From an optimization exercise on the open Yosys and OpenROAD flow, aimed at small area; shortcuts taken in it are not production practice.
The RTL was checked by simulation tests, not by an equivalence proof against the original design.
Power figures rest on the tool's default switching activity, not on a simulated workload.

==> job 8021 <==
==> flow/design.v <==
module DMA(
	clk_in_COM,
	write_in_COM,
	addr_in_COM,
	reset_in_COM,
	error_in_COM,
	data_in_RAM,
	data_in_FIFO,
	full_FIFO,
	block_size_REG,
	continue_block_gap_REG,
	stop_block_gap_REG,
	enable_transfer_mode_REG,
	transfer_complete_DAT,
	addr_out_RAM,
	data_out_RAM,
	data_out_FIFO,
	busy,
	newDAT_DAT
);
	input clk_in_COM;
	input write_in_COM;
	input [95:0] addr_in_COM;
	input reset_in_COM;
	input error_in_COM;
	input [7:0] data_in_RAM;
	input [7:0] data_in_FIFO;
	input full_FIFO;
	input [11:0] block_size_REG;
	input continue_block_gap_REG;
	input stop_block_gap_REG;
	input enable_transfer_mode_REG;
	input transfer_complete_DAT;
	output reg [63:0] addr_out_RAM;
	output reg [7:0] data_out_RAM;
	output reg [7:0] data_out_FIFO;
	output reg busy;
	output reg newDAT_DAT;
	reg        valid_r, end_r, act2_r;
	reg [63:0] addr_r;
	localparam [1:0] ST_STOP = 2'd0, ST_FDS = 2'd1, ST_CADR = 2'd2, ST_TFR = 2'd3;
	reg [1:0]  state;
	reg [11:0] cnt;
	wire kill = reset_in_COM | error_in_COM;
	wire c2r  = ~write_in_COM & enable_transfer_mode_REG;
	wire run  = ~kill & ~c2r;
	wire tfr  = (state == ST_TFR);
	wire lt   = cnt < block_size_REG;
	wire ld   = run & tfr & lt;                          
	wire hold = run & (state != ST_STOP) & ~ld;          
	wire ldr  = ~kill & c2r;                             
	wire hldr = run & (state != ST_STOP);                
	wire hcnt = tfr & ~ld;                               
	wire [12:0] lo  = {1'b0, addr_r[11:0]} + {1'b0, cnt};
	wire [51:0] hi  = addr_r[63:12] + {51'd0, lo[12]};
	wire [63:0] sum = {hi, lo[11:0]};
	wire [11:0] inc = cnt + 12'd1;
	always @(posedge clk_in_COM) begin
		valid_r    <= addr_in_COM[0];
		end_r      <= addr_in_COM[1];
		act2_r     <= addr_in_COM[5];
		addr_r     <= addr_in_COM[95:32];
		newDAT_DAT <= |data_in_RAM;
		addr_out_RAM  <= ({64{ld}} & sum) | ({64{hold}} & addr_out_RAM);
		data_out_FIFO <= ({8{ld}} & data_in_RAM) | ({8{hold}} & data_out_FIFO);
		data_out_RAM  <= ({8{ldr}} & data_in_FIFO) | ({8{hldr}} & data_out_RAM);
		cnt           <= ({12{ld}} & inc) | ({12{hcnt}} & cnt);
		if (kill) begin
			busy  <= 1'b0;
			state <= ST_STOP;
		end else if (!c2r) begin
			case (state)
				ST_STOP: begin
					busy <= 1'b0;
					if ((write_in_COM | continue_block_gap_REG) & ~full_FIFO)
						state <= ST_FDS;
				end
				ST_FDS: begin
					busy <= valid_r;
					if (valid_r)
						state <= ST_CADR;
				end
				ST_CADR: begin
					if (act2_r)
						state <= ST_TFR;
					else if (end_r)
						state <= ST_STOP;
					else
						state <= ST_FDS;
				end
				default: begin
					if (!lt)
						state <= (end_r | stop_block_gap_REG) ? ST_STOP : ST_FDS;
				end
			endcase
		end
	end
endmodule
==> flow/flow/run.sh <==
#!/bin/bash
# The standard layout, with two changes:
#  - after the standard synthesis, its flip-flops are kept (same instances and cells) and the logic
#    between them is replaced by the one flow/handmap.py writes: the wide datapath as explicit
#    cells, the control as expressions that Yosys/ABC map with ORFS's speed script less its final buffering and sizing (flow/ctrl.abc);
#  - the port buffers are made from the smallest buffer cell.
set -euo pipefail
WORK=$(pwd)
export BUFFER_PORTS_ARGS="-buffer_cell sky130_fd_sc_hd__buf_1"
RES=$WORK/orfs/results/$FLOW_PLATFORM/DMA/base
LOGS=$WORK/orfs/logs/$FLOW_PLATFORM/DMA/base
LIB=$FLOW_HOME/platforms/$FLOW_PLATFORM/lib/sky130_fd_sc_hd__tt_025C_1v80.lib
YOSYS=$FLOW_HOME/../tools/install/yosys/bin/yosys
[[ -x $YOSYS ]] || YOSYS=yosys

bash standard.sh synth > flow_synth.log 2>&1

cp $RES/1_2_yosys.v $WORK/1_2_yosys_standard.v
python3 $WORK/flow/handmap.py $WORK/1_2_yosys_standard.v $WORK/handmap.v 6 > handmap.log 2>&1
ABCARGS=$(grep -o -- "-liberty [^ ]*tt_025C_1v80.lib.* -constr" $LOGS/1_2_yosys.log | head -1 | sed 's/ -constr$//')
cat > $WORK/map.ys <<EOT
read_liberty -lib $LIB
read_verilog $WORK/handmap.v
hierarchy -top $FLOW_TOP
proc
opt_expr
opt_clean
techmap
opt -fast
abc -script $WORK/flow/ctrl.abc $ABCARGS -constr $WORK/orfs/objects/$FLOW_PLATFORM/DMA/base/abc.constr
opt_clean -purge
stat -liberty $LIB
write_verilog -noattr -nohex -nodec $WORK/1_2_yosys_handmap.v
EOT
$YOSYS -l map.log -q map.ys > /dev/null 2>&1
cp $WORK/1_2_yosys_handmap.v $RES/1_2_yosys.v
rm -f $RES/1_synth.odb $RES/1_synth.sdc

bash standard.sh > flow_layout.log 2>&1
==> flow/flow/ctrl.abc <==
&get -n
&st
&dch
&nf
&st
&syn2
&if -g -K 6
&synch2
&nf
&st
&syn2
&if -g -K 6
&synch2
&nf
&st
&syn2
&if -g -K 6
&synch2
&nf
&st
&syn2
&if -g -K 6
&synch2
&nf
&st
&syn2
&if -g -K 6
&synch2
&nf
&put
topo
==> flow/flow/handmap.py <==
#!/usr/bin/env python3
"""Write the DMA netlist with a hand-built datapath.

usage: handmap.py STANDARD_NETLIST OUT.v [GROUP]

STANDARD_NETLIST is the standard synthesis of rtl/ (1_2_yosys.v); its flip-flops are kept as they
are (same instance names and cell type). The datapath between them is written here as cells:
 - addr_out_RAM[63:12]: A[63:12] + carry, as ripple chains of half adders in groups of GROUP bits,
   each group's carry-in being the low carry ANDed with all the address bits below the group;
 - every register with a hold: one a22o (load & new | hold & old);
 - the byte counter's +1: a half-adder chain.
The control (state machine, compare, the low 12-bit add, group carries) is left as expressions
for ABC to map; the result still has to go through Yosys (see run.sh).
"""
import re
import sys

std, out = sys.argv[1], sys.argv[2]
G = int(sys.argv[3]) if len(sys.argv) > 3 else 6

txt = open(std).read()
flops = {}
for typ, name in re.findall(r'^\s*(sky130_fd_sc_hd__\w+)\s+(\\\S+|\S+)\s*\(', txt, re.M):
    if not typ.startswith('sky130_fd_sc_hd__df'):
        continue
    assert typ == 'sky130_fd_sc_hd__dfxtp_1', typ
    reg = name.lstrip('\\').split('$')[0]
    flops[reg] = name
assert len(flops) == 163, len(flops)

L = []
w = L.append


def q(reg):
    return 'q_' + re.sub(r'\W', '_', reg).strip('_')


def d(reg):
    return 'd_' + re.sub(r'\W', '_', reg).strip('_')


def bits(base, n):
    return [f'{base}[{i}]' for i in range(n)]


regs = (['valid_r', 'end_r', 'act2_r', 'newDAT_DAT', 'busy'] + bits('state', 2) + bits('cnt', 12)
        + bits('addr_r', 64) + bits('addr_out_RAM', 64) + bits('data_out_FIFO', 8)
        + bits('data_out_RAM', 8))
assert sorted(regs) == sorted(flops), set(regs) ^ set(flops)

ncell = [0]


def cell(typ, **pins):
    ncell[0] += 1
    conn = ', '.join(f'.{p}({n})' for p, n in pins.items())
    w(f'  sky130_fd_sc_hd__{typ} hm_{ncell[0]} ({conn});')


w('module DMA(clk_in_COM, write_in_COM, addr_in_COM, reset_in_COM, error_in_COM, data_in_RAM,')
w('  data_in_FIFO, full_FIFO, block_size_REG, continue_block_gap_REG, stop_block_gap_REG,')
w('  enable_transfer_mode_REG, transfer_complete_DAT, addr_out_RAM, data_out_RAM, data_out_FIFO,')
w('  busy, newDAT_DAT);')
w('  input clk_in_COM; input write_in_COM; input [95:0] addr_in_COM; input reset_in_COM;')
w('  input error_in_COM; input [7:0] data_in_RAM; input [7:0] data_in_FIFO; input full_FIFO;')
w('  input [11:0] block_size_REG; input continue_block_gap_REG; input stop_block_gap_REG;')
w('  input enable_transfer_mode_REG; input transfer_complete_DAT;')
w('  output [63:0] addr_out_RAM; output [7:0] data_out_RAM; output [7:0] data_out_FIFO;')
w('  output busy; output newDAT_DAT;')
for r in regs:
    w(f'  wire {q(r)}, {d(r)};')
for r in regs:
    w(f'  sky130_fd_sc_hd__dfxtp_1 {flops[r]} (.CLK(clk_in_COM), .D({d(r)}), .Q({q(r)}));')

# register inputs that are plain wires
w(f'  assign {d("valid_r")} = addr_in_COM[0];')
w(f'  assign {d("end_r")} = addr_in_COM[1];')
w(f'  assign {d("act2_r")} = addr_in_COM[5];')
for i in range(64):
    w(f'  assign {d(f"addr_r[{i}]")} = addr_in_COM[{32 + i}];')
# outputs
for i in range(64):
    w(f'  assign addr_out_RAM[{i}] = {q(f"addr_out_RAM[{i}]")};')
for i in range(8):
    w(f'  assign data_out_FIFO[{i}] = {q(f"data_out_FIFO[{i}]")};')
    w(f'  assign data_out_RAM[{i}] = {q(f"data_out_RAM[{i}]")};')
w(f'  assign busy = {q("busy")};')
w(f'  assign newDAT_DAT = {q("newDAT_DAT")};')

A = [q(f'addr_r[{i}]') for i in range(64)]
N = [q(f'cnt[{i}]') for i in range(12)]
s1, s0 = q('state[1]'), q('state[0]')

# ---- control, left to ABC
w('  wire kill = reset_in_COM | error_in_COM;')
w('  wire c2r = ~write_in_COM & enable_transfer_mode_REG;')
w('  wire run = ~kill & ~c2r;')
w(f'  wire tfr = {s1} & {s0};')
w(f'  wire stop = ~{s1} & ~{s0};')
w(f'  wire [11:0] cntv = {{{", ".join(reversed(N))}}};')
w('  wire lt = cntv < block_size_REG;')
w('  wire ld = run & tfr & lt;')
w('  wire hold = run & ~stop & ~ld;')
w('  wire ldr = ~kill & c2r;')
w('  wire hldr = run & ~stop;')
w('  wire hcnt = tfr & ~ld;')
w(f'  assign {d("newDAT_DAT")} = |data_in_RAM;')
# state machine: STOP 00, FDS 01, CADR 10, TFR 11
w('  wire go = (write_in_COM | continue_block_gap_REG) & ~full_FIFO;')
w(f'  wire n1 = {s1} ? ({s0} ? lt : {q("act2_r")}) : ({s0} ? {q("valid_r")} : 1\'b0);')
w(f'  wire n0 = {s1} ? ({s0} ? (lt | ~({q("end_r")} | stop_block_gap_REG)) : '
  f'({q("act2_r")} | ~{q("end_r")})) : ({s0} ? ~{q("valid_r")} : go);')
w(f'  assign {d("state[1]")} = ~kill & (c2r ? {s1} : n1);')
w(f'  assign {d("state[0]")} = ~kill & (c2r ? {s0} : n0);')
w(f'  wire nb = {s1} ? {q("busy")} : ({s0} ? {q("valid_r")} : 1\'b0);')
w(f'  assign {d("busy")} = ~kill & (c2r ? {q("busy")} : nb);')
# low 12-bit add and the carries into the upper groups
w(f'  wire [11:0] alo = {{{", ".join(reversed(A[:12]))}}};')
w('  wire [12:0] lo = {1\'b0, alo} + {1\'b0, cntv};')
starts = list(range(12, 64, G))
for s in starts:
    if s == 12:
        w(f'  wire cg_{s} = lo[12];')
    else:
        w(f'  wire cg_{s} = lo[12] & {" & ".join(A[12:s])};')


def a22o(out, a1, a2, b1, b2):
    cell('a22o_1', A1=a1, A2=a2, B1=b1, B2=b2, X=out)


# ---- upper 52 bits: half-adder ripple inside each group
for s in starts:
    e = min(s + G, 64)
    c = f'cg_{s}'
    for i in range(s, e):
        sm = f'su_{i}'
        w(f'  wire {sm};')
        if i == e - 1:
            cell('xor2_1', A=A[i], B=c, X=sm)
        else:
            nc = f'cu_{i + 1}'
            w(f'  wire {nc};')
            cell('ha_1', A=A[i], B=c, SUM=sm, COUT=nc)
            c = nc
        a22o(d(f'addr_out_RAM[{i}]'), 'ld', sm, 'hold', q(f'addr_out_RAM[{i}]'))
for i in range(12):
    a22o(d(f'addr_out_RAM[{i}]'), 'ld', f'lo[{i}]', 'hold', q(f'addr_out_RAM[{i}]'))
for i in range(8):
    a22o(d(f'data_out_FIFO[{i}]'), 'ld', f'data_in_RAM[{i}]', 'hold', q(f'data_out_FIFO[{i}]'))
    a22o(d(f'data_out_RAM[{i}]'), 'ldr', f'data_in_FIFO[{i}]', 'hldr', q(f'data_out_RAM[{i}]'))

# ---- byte counter +1: half-adder chain
w('  wire inc_0, pc_1;')
cell('inv_1', A=N[0], Y='inc_0')
w(f'  assign pc_1 = {N[0]};')
for i in range(1, 12):
    w(f'  wire inc_{i};')
    if i == 11:
        cell('xor2_1', A=N[i], B=f'pc_{i}', X=f'inc_{i}')
    else:
        w(f'  wire pc_{i + 1};')
        cell('ha_1', A=N[i], B=f'pc_{i}', SUM=f'inc_{i}', COUT=f'pc_{i + 1}')
for i in range(12):
    a22o(d(f'cnt[{i}]'), 'ld', f'inc_{i}', 'hcnt', N[i])

w('endmodule')
open(out, 'w').write('\n'.join(L) + '\n')
==> flow/standard.sh <==
#!/bin/bash
# synth_recipe.tcl (not shown) runs the flow's synth.tcl, then flattens the netlist and writes it again
# the make line also repeats each setting of config.mk as NAME=value (left out here)
make -C /OpenROAD-flow-scripts/flow DESIGN_CONFIG=/design/flow/config.mk WORK_HOME=/design/flow/orfs CLKGATE_MAP_FILE= SYNTH_SCRIPT=/design/flow/synth_recipe.tcl "${@:-finish}"
==> flow/config.mk <==
export PLATFORM = sky130hd
export DESIGN_NAME = DMA
export DESIGN_NICKNAME = DMA
export VERILOG_FILES = /design/flow/design.v
export SDC_FILE = /design/flow/constraint.sdc
export NUM_CORES = 4
export LEC_CHECK = 0
export CAP_MARGIN = 20
export CORE_MARGIN = 2
export CORE_UTILIZATION = 65
export CTS_BUF_LIST = sky130_fd_sc_hd__clkbuf_4 sky130_fd_sc_hd__clkbuf_8
export SLEW_MARGIN = 20
==> flow/constraint.sdc <==
create_clock -name core_clock -period 4.0 [get_ports {clk_in_COM}]
set_input_delay 0.8000 -clock core_clock [delete_from_list [all_inputs] [get_ports {clk_in_COM}]]
set_output_delay 0.8000 -clock core_clock [all_outputs]
set_load 0.01 [all_outputs]
==> job 737 (differences from job 8021) <==
--- a/flow/flow/run.sh
+++ b/flow/flow/run.sh
@@ -3,9 +3,12 @@
 #  - after the standard synthesis, its flip-flops are kept (same instances and cells) and the logic
 #    between them is replaced by the one flow/handmap.py writes: the wide datapath as explicit
-#    cells, the control as expressions that Yosys/ABC map with ORFS's speed script less its final buffering and sizing (flow/ctrl.abc);
-#  - the port buffers are made from the smallest buffer cell.
+#    cells; the compare and group carries (module hm_fast) mapped by ABC with ORFS's
+#    speed script, the rest of the control with an area script (flow/ctrl_area.abc);
+#  - the port buffers are made from the smallest buffer cell;
+#  - clock tree synthesis adds no dummy loads.
 set -euo pipefail
 WORK=$(pwd)
 export BUFFER_PORTS_ARGS="-buffer_cell sky130_fd_sc_hd__buf_1"
+export CTS_ARGS="-sink_clustering_enable -repair_clock_nets -buf_list {sky130_fd_sc_hd__clkbuf_4 sky130_fd_sc_hd__clkbuf_8} -dont_use_dummy_load"
 RES=$WORK/orfs/results/$FLOW_PLATFORM/DMA/base
 LOGS=$WORK/orfs/logs/$FLOW_PLATFORM/DMA/base
@@ -28,6 +31,10 @@
 techmap
 opt -fast
-abc -script $WORK/flow/ctrl.abc $ABCARGS -constr $WORK/orfs/objects/$FLOW_PLATFORM/DMA/base/abc.constr
+abc -script $FLOW_HOME/scripts/abc_speed.script $ABCARGS -constr $WORK/orfs/objects/$FLOW_PLATFORM/DMA/base/abc.constr hm_fast
+abc -script $WORK/flow/ctrl_area.abc $ABCARGS -constr $WORK/orfs/objects/$FLOW_PLATFORM/DMA/base/abc.constr $FLOW_TOP
+flatten
+hierarchy -top $FLOW_TOP
 opt_clean -purge
+rename -hide w:*.*
 stat -liberty $LIB
 write_verilog -noattr -nohex -nodec $WORK/1_2_yosys_handmap.v
==> flow/flow/ctrl_area.abc (new file) <==
strash
dc2
dch -f
map -a
topo
--- a/flow/flow/handmap.py
+++ b/flow/flow/handmap.py
@@ -9,7 +9,9 @@
    each group's carry-in being the low carry ANDed with all the address bits below the group;
  - every register with a hold: one a22o (load & new | hold & old);
- - the byte counter's +1: a half-adder chain.
-The control (state machine, compare, the low 12-bit add, group carries) is left as expressions
-for ABC to map; the result still has to go through Yosys (see run.sh).
+ - the byte counter's +1: a half-adder chain;
+ - the low 12-bit add A[11:0] + N: a ripple of one and-or-invert gate per bit.
+The rest is left as expressions for ABC to map (see run.sh): the compare and the group carries
+in module hm_fast, mapped for speed; the state machine and the load / hold
+enables in DMA itself, mapped for area.
 """
 import re
@@ -100,5 +102,5 @@
 w(f'  wire stop = ~{s1} & ~{s0};')
 w(f'  wire [11:0] cntv = {{{", ".join(reversed(N))}}};')
-w('  wire lt = cntv < block_size_REG;')
+w('  wire lt;')
 w('  wire ld = run & tfr & lt;')
 w('  wire hold = run & ~stop & ~ld;')
@@ -116,13 +118,41 @@
 w(f'  wire nb = {s1} ? {q("busy")} : ({s0} ? {q("valid_r")} : 1\'b0);')
 w(f'  assign {d("busy")} = ~kill & (c2r ? {q("busy")} : nb);')
-# low 12-bit add and the carries into the upper groups
-w(f'  wire [11:0] alo = {{{", ".join(reversed(A[:12]))}}};')
-w('  wire [12:0] lo = {1\'b0, alo} + {1\'b0, cntv};')
+# low 12-bit add A[11:0] + N by hand: half adder at bit 0, then a carry ripple through one
+# and-or-invert gate per bit, alternating the carry's polarity (odd bits take the true carry and
+# give the inverted one, even bits the other way round)
 starts = list(range(12, 64, G))
-for s in starts:
-    if s == 12:
-        w(f'  wire cg_{s} = lo[12];')
-    else:
-        w(f'  wire cg_{s} = lo[12] & {" & ".join(A[12:s])};')
+w('  wire [12:0] lo;')
+w('  wire c_1;')
+cell('ha_1', A=A[0], B=N[0], SUM='lo[0]', COUT='c_1')
+for i in range(1, 12):
+    w(f'  wire p_{i}, g_{i};')
+    if i % 2 == 1:          # carry in true: c_i
+        cell('ha_1', A=A[i], B=N[i], SUM=f'p_{i}', COUT=f'g_{i}')
+        cell('xor2_1', A=f'p_{i}', B=f'c_{i}', X=f'lo[{i}]')
+        if i == 11:
+            cell('a21o_1', A1=f'p_{i}', A2=f'c_{i}', B1=f'g_{i}', X='lo[12]')
+        else:
+            w(f'  wire cn_{i + 1};')
+            cell('a21oi_1', A1=f'p_{i}', A2=f'c_{i}', B1=f'g_{i}', Y=f'cn_{i + 1}')
+    else:                   # carry in inverted: cn_i; p_ and g_ hold the inverted propagate / generate
+        cell('xnor2_1', A=A[i], B=N[i], Y=f'p_{i}')
+        cell('nand2_1', A=A[i], B=N[i], Y=f'g_{i}')
+        cell('xor2_1', A=f'p_{i}', B=f'cn_{i}', X=f'lo[{i}]')
+        w(f'  wire c_{i + 1};')
+        cell('o21ai_1', A1=f'p_{i}', A2=f'cn_{i}', B1=f'g_{i}', Y=f'c_{i + 1}')
+# compare and the carries into the upper groups: module hm_fast, mapped for speed
+w(f'  wire [51:0] ahi = {{{", ".join(reversed(A[12:]))}}};')
+w(f'  wire [{len(starts) - 1}:0] cg;')
+w('  hm_fast fast (.c12(lo[12]), .ahi(ahi), .cnt(cntv), .bs(block_size_REG), .lt(lt), .cg(cg));')
+for k, s in enumerate(starts):
+    w(f'  wire cg_{s} = cg[{k}];')
+F = []
+F.append('module hm_fast(c12, ahi, cnt, bs, lt, cg);')
+F.append('  input c12; input [51:0] ahi; input [11:0] cnt; input [11:0] bs;')
+F.append(f'  output lt; output [{len(starts) - 1}:0] cg;')
+F.append('  assign lt = cnt < bs;')
+for k, s in enumerate(starts):
+    F.append(f'  assign cg[{k}] = c12' + (f' & (&ahi[{s - 13}:0]);' if s > 12 else ';'))
+F.append('endmodule')
 
 
@@ -167,3 +197,4 @@
 
 w('endmodule')
+L += F
 open(out, 'w').write('\n'.join(L) + '\n')
removed: flow/flow/ctrl.abc
==> job 158 (differences from job 8021) <==
--- a/flow/flow/run.sh
+++ b/flow/flow/run.sh
@@ -3,9 +3,12 @@
 #  - after the standard synthesis, its flip-flops are kept (same instances and cells) and the logic
 #    between them is replaced by the one flow/handmap.py writes: the wide datapath as explicit
-#    cells, the control as expressions that Yosys/ABC map with ORFS's speed script less its final buffering and sizing (flow/ctrl.abc);
-#  - the port buffers are made from the smallest buffer cell.
+#    cells; the compare (module hm_fast) mapped by ABC with ORFS's
+#    speed script, the rest of the control with an area script (flow/ctrl_area.abc);
+#  - the port buffers are made from the smallest buffer cell;
+#  - clock tree synthesis adds no dummy loads.
 set -euo pipefail
 WORK=$(pwd)
 export BUFFER_PORTS_ARGS="-buffer_cell sky130_fd_sc_hd__buf_1"
+export CTS_ARGS="-sink_clustering_enable -repair_clock_nets -buf_list {sky130_fd_sc_hd__clkbuf_4 sky130_fd_sc_hd__clkbuf_8} -dont_use_dummy_load"
 RES=$WORK/orfs/results/$FLOW_PLATFORM/DMA/base
 LOGS=$WORK/orfs/logs/$FLOW_PLATFORM/DMA/base
@@ -28,6 +31,10 @@
 techmap
 opt -fast
-abc -script $WORK/flow/ctrl.abc $ABCARGS -constr $WORK/orfs/objects/$FLOW_PLATFORM/DMA/base/abc.constr
+abc -script $FLOW_HOME/scripts/abc_speed.script $ABCARGS -constr $WORK/orfs/objects/$FLOW_PLATFORM/DMA/base/abc.constr hm_fast
+abc -script $WORK/flow/ctrl_area.abc $ABCARGS -constr $WORK/orfs/objects/$FLOW_PLATFORM/DMA/base/abc.constr $FLOW_TOP
+flatten
+hierarchy -top $FLOW_TOP
 opt_clean -purge
+rename -hide w:*.*
 stat -liberty $LIB
 write_verilog -noattr -nohex -nodec $WORK/1_2_yosys_handmap.v
==> flow/flow/ctrl_area.abc (new file) <==
strash
dc2
dch -f
map -a
topo
--- a/flow/flow/handmap.py
+++ b/flow/flow/handmap.py
@@ -7,9 +7,12 @@
 are (same instance names and cell type). The datapath between them is written here as cells:
  - addr_out_RAM[63:12]: A[63:12] + carry, as ripple chains of half adders in groups of GROUP bits,
-   each group's carry-in being the low carry ANDed with all the address bits below the group;
+   each group's carry-in being one AND gate of the low carry with all the address bits below the
+   group (those all-ones prefixes by a chain of and2 across the groups);
  - every register with a hold: one a22o (load & new | hold & old);
- - the byte counter's +1: a half-adder chain.
-The control (state machine, compare, the low 12-bit add, group carries) is left as expressions
-for ABC to map; the result still has to go through Yosys (see run.sh).
+ - the byte counter's +1: a half-adder chain;
+ - the low 12-bit add A[11:0] + N: a ripple of one and-or-invert gate per bit.
+The rest is left as expressions for ABC to map (see run.sh): the compare in module hm_fast,
+mapped for speed; the state machine and the load / hold
+enables in DMA itself, mapped for area.
 """
 import re
@@ -100,5 +103,5 @@
 w(f'  wire stop = ~{s1} & ~{s0};')
 w(f'  wire [11:0] cntv = {{{", ".join(reversed(N))}}};')
-w('  wire lt = cntv < block_size_REG;')
+w('  wire lt;')
 w('  wire ld = run & tfr & lt;')
 w('  wire hold = run & ~stop & ~ld;')
@@ -116,13 +119,56 @@
 w(f'  wire nb = {s1} ? {q("busy")} : ({s0} ? {q("valid_r")} : 1\'b0);')
 w(f'  assign {d("busy")} = ~kill & (c2r ? {q("busy")} : nb);')
-# low 12-bit add and the carries into the upper groups
-w(f'  wire [11:0] alo = {{{", ".join(reversed(A[:12]))}}};')
-w('  wire [12:0] lo = {1\'b0, alo} + {1\'b0, cntv};')
+# low 12-bit add A[11:0] + N by hand: half adder at bit 0, then a carry ripple through one
+# and-or-invert gate per bit, alternating the carry's polarity (odd bits take the true carry and
+# give the inverted one, even bits the other way round)
 starts = list(range(12, 64, G))
-for s in starts:
-    if s == 12:
+w('  wire [12:0] lo;')
+w('  wire c_1;')
+cell('ha_1', A=A[0], B=N[0], SUM='lo[0]', COUT='c_1')
+for i in range(1, 12):
+    w(f'  wire p_{i}, g_{i};')
+    if i % 2 == 1:          # carry in true: c_i
+        cell('ha_1', A=A[i], B=N[i], SUM=f'p_{i}', COUT=f'g_{i}')
+        cell('xor2_1', A=f'p_{i}', B=f'c_{i}', X=f'lo[{i}]')
+        if i == 11:
+            cell('a21o_1', A1=f'p_{i}', A2=f'c_{i}', B1=f'g_{i}', X='lo[12]')
+        else:
+            w(f'  wire cn_{i + 1};')
+            cell('a21oi_1', A1=f'p_{i}', A2=f'c_{i}', B1=f'g_{i}', Y=f'cn_{i + 1}')
+    else:                   # carry in inverted: cn_i; p_ and g_ hold the inverted propagate / generate
+        cell('xnor2_1', A=A[i], B=N[i], Y=f'p_{i}')
+        cell('nand2_1', A=A[i], B=N[i], Y=f'g_{i}')
+        cell('xor2_1', A=f'p_{i}', B=f'cn_{i}', X=f'lo[{i}]')
+        w(f'  wire c_{i + 1};')
+        cell('o21ai_1', A1=f'p_{i}', A2=f'cn_{i}', B1=f'g_{i}', Y=f'c_{i + 1}')
+# all-ones prefixes of the upper address bits, by hand: each group's bits ANDed by two nand3 and a
+# nor2, then a chain of and2 across the groups; each group's carry-in is one AND gate with the
+# low carry, which arrives last
+for k, s in enumerate(starts[:-1]):
+    w(f'  wire bn_{k}a, bn_{k}b, blk_{k};')
+    bb = A[s:s + G]
+    assert len(bb) == 6
+    cell('nand3_1', A=bb[0], B=bb[1], C=bb[2], Y=f'bn_{k}a')
+    cell('nand3_1', A=bb[3], B=bb[4], C=bb[5], Y=f'bn_{k}b')
+    cell('nor2_1', A=f'bn_{k}a', B=f'bn_{k}b', Y=f'blk_{k}')
+    w(f'  wire gp_{k + 1};')
+    if k == 0:
+        w(f'  assign gp_1 = blk_0;')
+    else:
+        cell('and2_1', A=f'gp_{k}', B=f'blk_{k}', X=f'gp_{k + 1}')
+for k, s in enumerate(starts):
+    if k == 0:
         w(f'  wire cg_{s} = lo[12];')
     else:
-        w(f'  wire cg_{s} = lo[12] & {" & ".join(A[12:s])};')
+        w(f'  wire cg_{s};')
+        cell('and2_1', A='lo[12]', B=f'gp_{k}', X=f'cg_{s}')
+# the compare: module hm_fast, mapped for speed
+w('  hm_fast fast (.cnt(cntv), .bs(block_size_REG), .lt(lt));')
+F = []
+F.append('module hm_fast(cnt, bs, lt);')
+F.append('  input [11:0] cnt; input [11:0] bs;')
+F.append('  output lt;')
+F.append('  assign lt = cnt < bs;')
+F.append('endmodule')
 
 
@@ -167,3 +213,4 @@
 
 w('endmodule')
+L += F
 open(out, 'w').write('\n'.join(L) + '\n')
--- a/flow/config.mk
+++ b/flow/config.mk
@@ -10,3 +10,4 @@
 export CORE_UTILIZATION = 65
 export CTS_BUF_LIST = sky130_fd_sc_hd__clkbuf_4 sky130_fd_sc_hd__clkbuf_8
+export GPL_TIMING_DRIVEN = 0
 export SLEW_MARGIN = 20
removed: flow/flow/ctrl.abc
==> run summary <==
item                                                                        job 737        job 8021         job 158
Core Box Area                                                              8640 um2        8810 um2        8640 um2
Power drawn by the combinational cells                                       107 uW          102 uW         99.8 uW
Fill cell total of the finished layout                                          449             537             584
Start of the worst register-to-register path                                 cnt[1]          cnt[0]          cnt[1]
Number of iterations in the first detailed-routing pass                           5               4               4
Final worst hold slack                                                     0.455 ns        0.433 ns        0.441 ns
Cell area after technology mapping                                         5720 um2        5970 um2        5710 um2
Gates resized, CTS repair                                                        34               0               8
Worst reg2reg setup slack                                                  -0.08 ns         0.60 ns         0.09 ns
Area of the die                                                            9560 um2        9970 um2        9550 um2
Sum of routed wire segments on met1                                         5.68 mm         5.84 mm         5.36 mm
Sequential share of power                                                     63.5%           56.3%           63.8%
Average vias per placed instance                                               5.63            5.78            5.57
Sequential share of cell area                                                 43.4%           45.0%           46.8%
Average detailed-routed wire length per instance                            17.1 um         16.5 um         16.1 um
Run status                                               complete, but fails checks  finished clean  finished clean
Reasons for failing layout checks                                      setup timing               -               -
Crit path time final                                                        4.08 ns         3.40 ns         3.91 ns
Initial Utilization                                                           66.2%           67.8%           66.1%
Post-CTS Setup Inserts                                                           22               0               1

afterwards: timing with drivers on the ports:
How much do the figures lean on ideal ports? The routed layouts below were timed once more, with nothing changed but the port constraints. Step 1 assumes that a clkbuf_16 drives the clock port and a buf_2 every other input. Step 2 times the ports against the registers' clock, not the clock port: input delays grow and output delays shrink by t, the midpoint of the rising clock arrivals with the driver on. Three values: ideal ports, drivers, drivers and shift; two values: the first two.
run	t, ns	setup slack, ns	worst setup path at the end
job 8021	0.474	0.602 / 0.602 / 0.357	input to register
job 737	0.448	-0.083 / -0.083 / -0.083	register to register
job 158	0.457	0.093 / 0.093 / 0.093	register to register
For job 8021, which loses most, drivers alone change the setup slack by 0.000 ns; drivers and shift together by -0.245 ns.
